This design comes from an exercise in tuning for small area, a short achievable clock period and few clock cycles on the open sky130 flow, not from production work.

==> 06-04: inputs <==
## DoubleMul
module DoubleMul #(
    parameter bit async_reset = 1'b0
)
(
    input logic i_clk,                                       
    input logic i_nrst,                                      
    input logic i_ena,
    input logic [63:0] i_a,                                  
    input logic [63:0] i_b,                                  
    output logic [63:0] o_res,                               
    output logic o_illegal_op,
    output logic o_overflow,
    output logic o_valid,                                    
    output logic o_busy                                      
);
logic [10:0] ea, eb;
logic [51:0] fa, fb;
logic sA, sB;
logic ezA, ezB, nanA, nanB, mzA, mzB, zeroA, zeroB;
logic [105:0] ps, pc;
assign sA = i_a[63];
assign sB = i_b[63];
assign ea = i_a[62:52];
assign eb = i_b[62:52];
assign fa = i_a[51:0];
assign fb = i_b[51:0];
assign ezA = ~|ea;
assign ezB = ~|eb;
assign nanA = &ea;
assign nanB = &eb;
assign mzA = ~|fa;
assign mzB = ~|fb;
assign zeroA = ezA & mzA;
assign zeroB = ezB & mzB;
mul53 u_mul (
    .a({~ezA, fa}),
    .b({~ezB, fb}),
    .s(ps),
    .c(pc)
);
logic [51:0] sub;
logic [6:0] lz;
logic [12:0] e0, xe, nsh;
logic [6:0] z;
logic f, nan, zero, slow, rot;
assign sub = ezA ? fa : fb;
lzc64 u_lzc (
    .i_value({sub, 1'b1, 11'd0}),
    .o_lz(lz)
);
assign z = (ezA | ezB) ? lz + 7'd1 : 7'd0;
assign e0 = {2'b00, ea[10:1], ea[0] | ezA} + {2'b00, eb[10:1], eb[0] | ezB} - 13'd1023;
assign xe = e0 - {6'd0, z};                                  
assign f = xe[12] | ~|xe;                                    
assign nsh = xe[12] ? e0 : {6'd0, z};                       
assign nan = nanA | nanB;
assign zero = ~nan & (zeroA | zeroB | (xe[12] & (xe <= 13'h1fca)));  
assign slow = ~nan & ~zero & (|nsh);
assign rot = ~nsh[12];
logic nanZ, sgn;
logic [51:0] nanm;
assign nanZ = (nanA & mzA & ~mzB) | (nanB & mzB & ~mzA);
assign nanm = {1'b1, (nanA & ~(nanB & sB)) ? i_a[50:0] : i_b[50:0]};
always_comb begin
    if ((nanA & mzA & zeroB) | (nanB & mzB & zeroA)) sgn = 1'b1;
    else if (nanA & ~mzA) sgn = sA | sB;
    else if (nanB & ~mzB) sgn = sB;
    else sgn = sA ^ sB;
end
logic [105:0] r_s, r_c, p;
  ...
==> flow/config.mk <==
export PLATFORM = sky130hd
export DESIGN_NAME = DoubleMul
export DESIGN_NICKNAME = DoubleMul
export VERILOG_FILES = /design/flow/design.v
export SDC_FILE = /design/flow/constraint.sdc
export NUM_CORES = 8
export LEC_CHECK = 0
export ABC_AREA = 1
export CAP_MARGIN = 40
export CORE_MARGIN = 2
export CORE_UTILIZATION = 45
export PLACE_DENSITY = 0.6
export SETUP_SLACK_MARGIN = 4.5
export SLEW_MARGIN = 40
==> flow/constraint.sdc <==
create_clock -name core_clock -period 12.0 [get_ports {i_clk}]
set_input_delay 2.4000 -clock core_clock [delete_from_list [all_inputs] [get_ports {i_clk}]]
set_output_delay 2.4000 -clock core_clock [all_outputs]
set_load 0.01 [all_outputs]
standard.sh (not shown) runs the stock make flow with config.mk's settings and CLKGATE_MAP_FILE= SYNTH_SCRIPT=/design/flow/synth_recipe.tcl, a recipe that flattens the netlist after the stock synthesis.
==> flow/flow/run.sh <==
#!/bin/bash
set -euo pipefail
export SYNTH_ARGS=-noabc
export BUFFER_PORTS_ARGS="-buffer_cell sky130_fd_sc_hd__buf_4"
bash standard.sh > standard_flow.log 2>&1
==> inputs of 05-22, as changes to 06-04 <==
--- a/flow/design.v
+++ b/flow/design.v
@@ -8979,18 +8979,17 @@
 assign y[103] = c8631;
 assign x[104] = s8638;
 assign y[104] = c8635;
 assign x[105] = s8642;
 assign y[105] = c8639;
 assign s = x;
 assign c = y;
 endmodule
-module add106 (input logic [105:0] a, input logic [105:0] b, output logic [105:0] s, output logic co);
-logic [105:0] g0, p0;
+module add106pg (input logic [105:0] p0, input logic [105:0] g0, output logic [105:0] s, output logic co);
 logic gg1;
 logic gg2;
 logic pp2;
 logic gg3;
 logic pp3;
 logic gg4;
 logic pp4;
 logic gg5;
@@ -9554,18 +9553,16 @@
 logic gg332;
 logic gg333;
 logic gg334;
 logic gg335;
 logic gg336;
 logic gg337;
 logic gg338;
 logic gg339;
-assign g0 = a & b;
-assign p0 = a ^ b;
 assign gg1 = g0[1] | (p0[1] & g0[0]);
 assign gg2 = g0[3] | (p0[3] & g0[2]);
 assign pp2 = p0[3] & p0[2];
 assign gg3 = g0[5] | (p0[5] & g0[4]);
 assign pp3 = p0[5] & p0[4];
 assign gg4 = g0[7] | (p0[7] & g0[6]);
 assign pp4 = p0[7] & p0[6];
 assign gg5 = g0[9] | (p0[9] & g0[8]);
@@ -10237,16 +10234,39 @@
 assign s[100] = p0[100] ^ gg333;
 assign s[101] = p0[101] ^ gg334;
 assign s[102] = p0[102] ^ gg335;
 assign s[103] = p0[103] ^ gg336;
 assign s[104] = p0[104] ^ gg337;
 assign s[105] = p0[105] ^ gg338;
 assign co = gg339;
 endmodule
+module inc52x2 (input logic [52:0] i_p, output logic [51:0] o_a, output logic [51:0] o_b);
+logic [52:0] t [0:6];
+always_comb begin
+    t[0] = i_p;
+    for (int k = 0; k < 6; k++) begin
+        t[k+1] = t[k];
+        for (int i = 1; i < 53; i++) begin
+            if (((i - 1) >> k) & 1) begin
+                t[k+1][i] = t[k][i] & t[k][(((i - 1) >> k) << k)];
+            end
+        end
+    end
+end
+assign o_a[0] = ~i_p[1];
+assign o_b[0] = ~i_p[0];
+assign o_b[1] = i_p[1] ^ i_p[0];
+for (genvar i = 1; i < 52; i++) begin: g_a
+    assign o_a[i] = i_p[i+1] ^ t[6][i];
+end
+for (genvar i = 2; i < 52; i++) begin: g_b
+    assign o_b[i] = i_p[i] ^ (t[6][i-1] & i_p[0]);
+end
+endmodule
 `timescale 1ns/10ps
 module DoubleMul #(
     parameter bit async_reset = 1'b0
 )
 (
     input logic i_clk,                                       
     input logic i_nrst,                                      
     input logic i_ena,
@@ -10324,18 +10344,18 @@
     r_nanm <= nanm[50:0];
     r_nanz <= nanZ;
 end
 always_ff @(posedge i_clk) begin
     if (r_busy) begin
         r_s <= {r_rot & p[0], p[105:1]};
         r_c <= '0;
     end else begin
-        r_s <= ps;
-        r_c <= pc;
+        r_s <= ps ^ pc;
+        r_c <= ps & pc;
     end
     if (~r_busy) begin
         r_e <= f ? 12'd0 : xe[11:0];
         r_f <= f;
         r_nan <= nan;
         r_zero <= zero;
         r_sgn <= sgn;
         r_rot <= rot;
@@ -10349,44 +10369,52 @@
     end else if (r_busy) begin
         r_busy <= ~done;
         r_valid <= done;
     end else begin
         r_busy <= i_ena & slow;
         r_valid <= i_ena & ~slow;
     end
 end
-logic sel, z501, rnd, ones, carry, ovf, ovf0, ovf1, b11;
-logic [53:0] q;
-logic [51:0] inc, m_n;
+logic sel, z501, rnd_a, rnd_b, ones_a, ones_b, c_a, c_b, carry, ovf, ovf0, ovf1, b11;
+logic [51:0] inc_a, inc_b, m_a, m_b, m_n;
 logic [11:0] re1, re2, ealign, eplus;
 logic [10:0] e_n;
-add106 u_add (
-    .a(r_s),
-    .b(r_c),
+add106pg u_add (
+    .p0(r_s),
+    .g0(r_c),
     .s(p),
     .co()
 );
+inc52x2 u_inc (
+    .i_p(p[104:52]),
+    .o_a(inc_a),
+    .o_b(inc_b)
+);
 assign sel = p[105] | r_f;
 assign z501 = ~|p[50:1];
-assign q = sel ? p[105:52] : p[104:51];                     
-assign rnd = q[0] & ~(z501 & ~(sel ? p[51] : p[0]) & ~q[1]);
-assign ones = &q[53:1];
-assign inc = q[52:1] + 52'd1;
-assign carry = ones & rnd;
+assign rnd_a = p[52] & ~(z501 & ~p[51] & ~p[53]);
+assign rnd_b = p[51] & ~(z501 & ~p[0] & ~p[52]);
+assign ones_a = &p[105:53];
+assign ones_b = &p[104:52];
+assign m_a = rnd_a ? inc_a : p[104:53];
+assign m_b = rnd_b ? inc_b : p[103:52];
+assign c_a = ones_a & rnd_a;
+assign c_b = ones_b & rnd_b;
+assign carry = sel ? c_a : c_b;
 assign re1 = r_e + 12'd1;
 assign re2 = r_e + 12'd2;
 assign ovf0 = (r_e >= 12'd2047);
 assign ovf1 = (r_e >= 12'd2046);
 assign ealign = p[105] ? re1 : r_e;
 assign eplus = p[105] ? re2 : re1;
 assign ovf = p[105] ? ovf1 : ovf0;
 assign b11 = ealign[11];
 assign e_n = b11 ? 11'd0 : (ovf ? 11'h7ff : (carry ? eplus[10:0] : ealign[10:0]));
-assign m_n = ovf ? 52'd0 : (rnd ? inc : q[52:1]);
+assign m_n = ovf ? 52'd0 : (sel ? m_a : m_b);
 assign o_res = {r_sgn,
                 r_nan ? 11'h7ff : (r_zero ? 11'd0 : e_n),
                 r_nan ? {~r_nanz, r_nanm & {51{~r_nanz}}} : (r_zero ? 52'd0 : m_n)};
 assign o_illegal_op = r_nan;
 assign o_overflow = ovf;
 assign o_valid = r_valid;
 assign o_busy = r_busy;
 endmodule
- CORE_UTILIZATION: 45 -> 35
- PLACE_DENSITY: 0.6 -> 0.5
==> comparison table <==
quantity                                                             06-04      05-22
Status                                    no timing/DRC/antenna violations  no timing/DRC/antenna violations
Non-clk buf share                                                   6.815%     7.790%
Worst reg2reg startpoint                                           r_s[22]    r_s[69]
Met2 usage in global routing                                        59.68%     51.42%
Non-filler cells in the finished layout                              11151      12023
Number of cell instances on the worst register-to-register path         16         12
PostCTS Resize Cnt                                                     373        507
Share of the synthesized area in the top cell type                  34.87%     34.43%
Worst slew margin                                                   35.00%     32.92%
Share of cell area taken by multi-input logic gates                 77.83%     76.05%
Simple-gate share of the synthesized area                           12.97%     13.91%
Site row count                                                         150        171
First-pass GRT wire length                                        536.5 mm   590.5 mm
Total non-filler cell area in the finished layout                85500 µm²  87780 µm²
DR WL/cell                                                        34.66 µm   36.13 µm
No functional check of the RTL was part of any run of this note.

## what the ideal ports hide
The flow's constraints put no driver on any port. The routed layouts listed below were extracted and timed again, unchanged, in two steps.
Step 1, drivers: a clkbuf_16 drives i_clk and a buf_2 each remaining input, both assumed.
Step 2 moves the port delays by t, midway between the first and last clock arrival at a register: inputs arrive t later, outputs are due t later. That takes back most of the time a late clock gives input paths.
a / b / c = ideal ports / drivers / drivers and shift; a / b = the first two.
| run | t (ns) | setup WS [ns] | hold WS [ns] | worst data-port slew with drivers (ns) |
|---|---|---|---|---|
| 06-04 | 0.728 | 4.411 / 4.368 / 3.728 | 0.515 / 0.515 / 0.515 | 0.25 |
| 05-22 | 0.775 | 4.438 / 4.172 / 3.397 | 0.508 / 0.508 / 0.508 | 0.46 |
After both steps every run listed still meets setup and hold. The setup slack of 05-22, which loses most, moves by -0.266 ns with the drivers and by -1.041 ns with both steps.
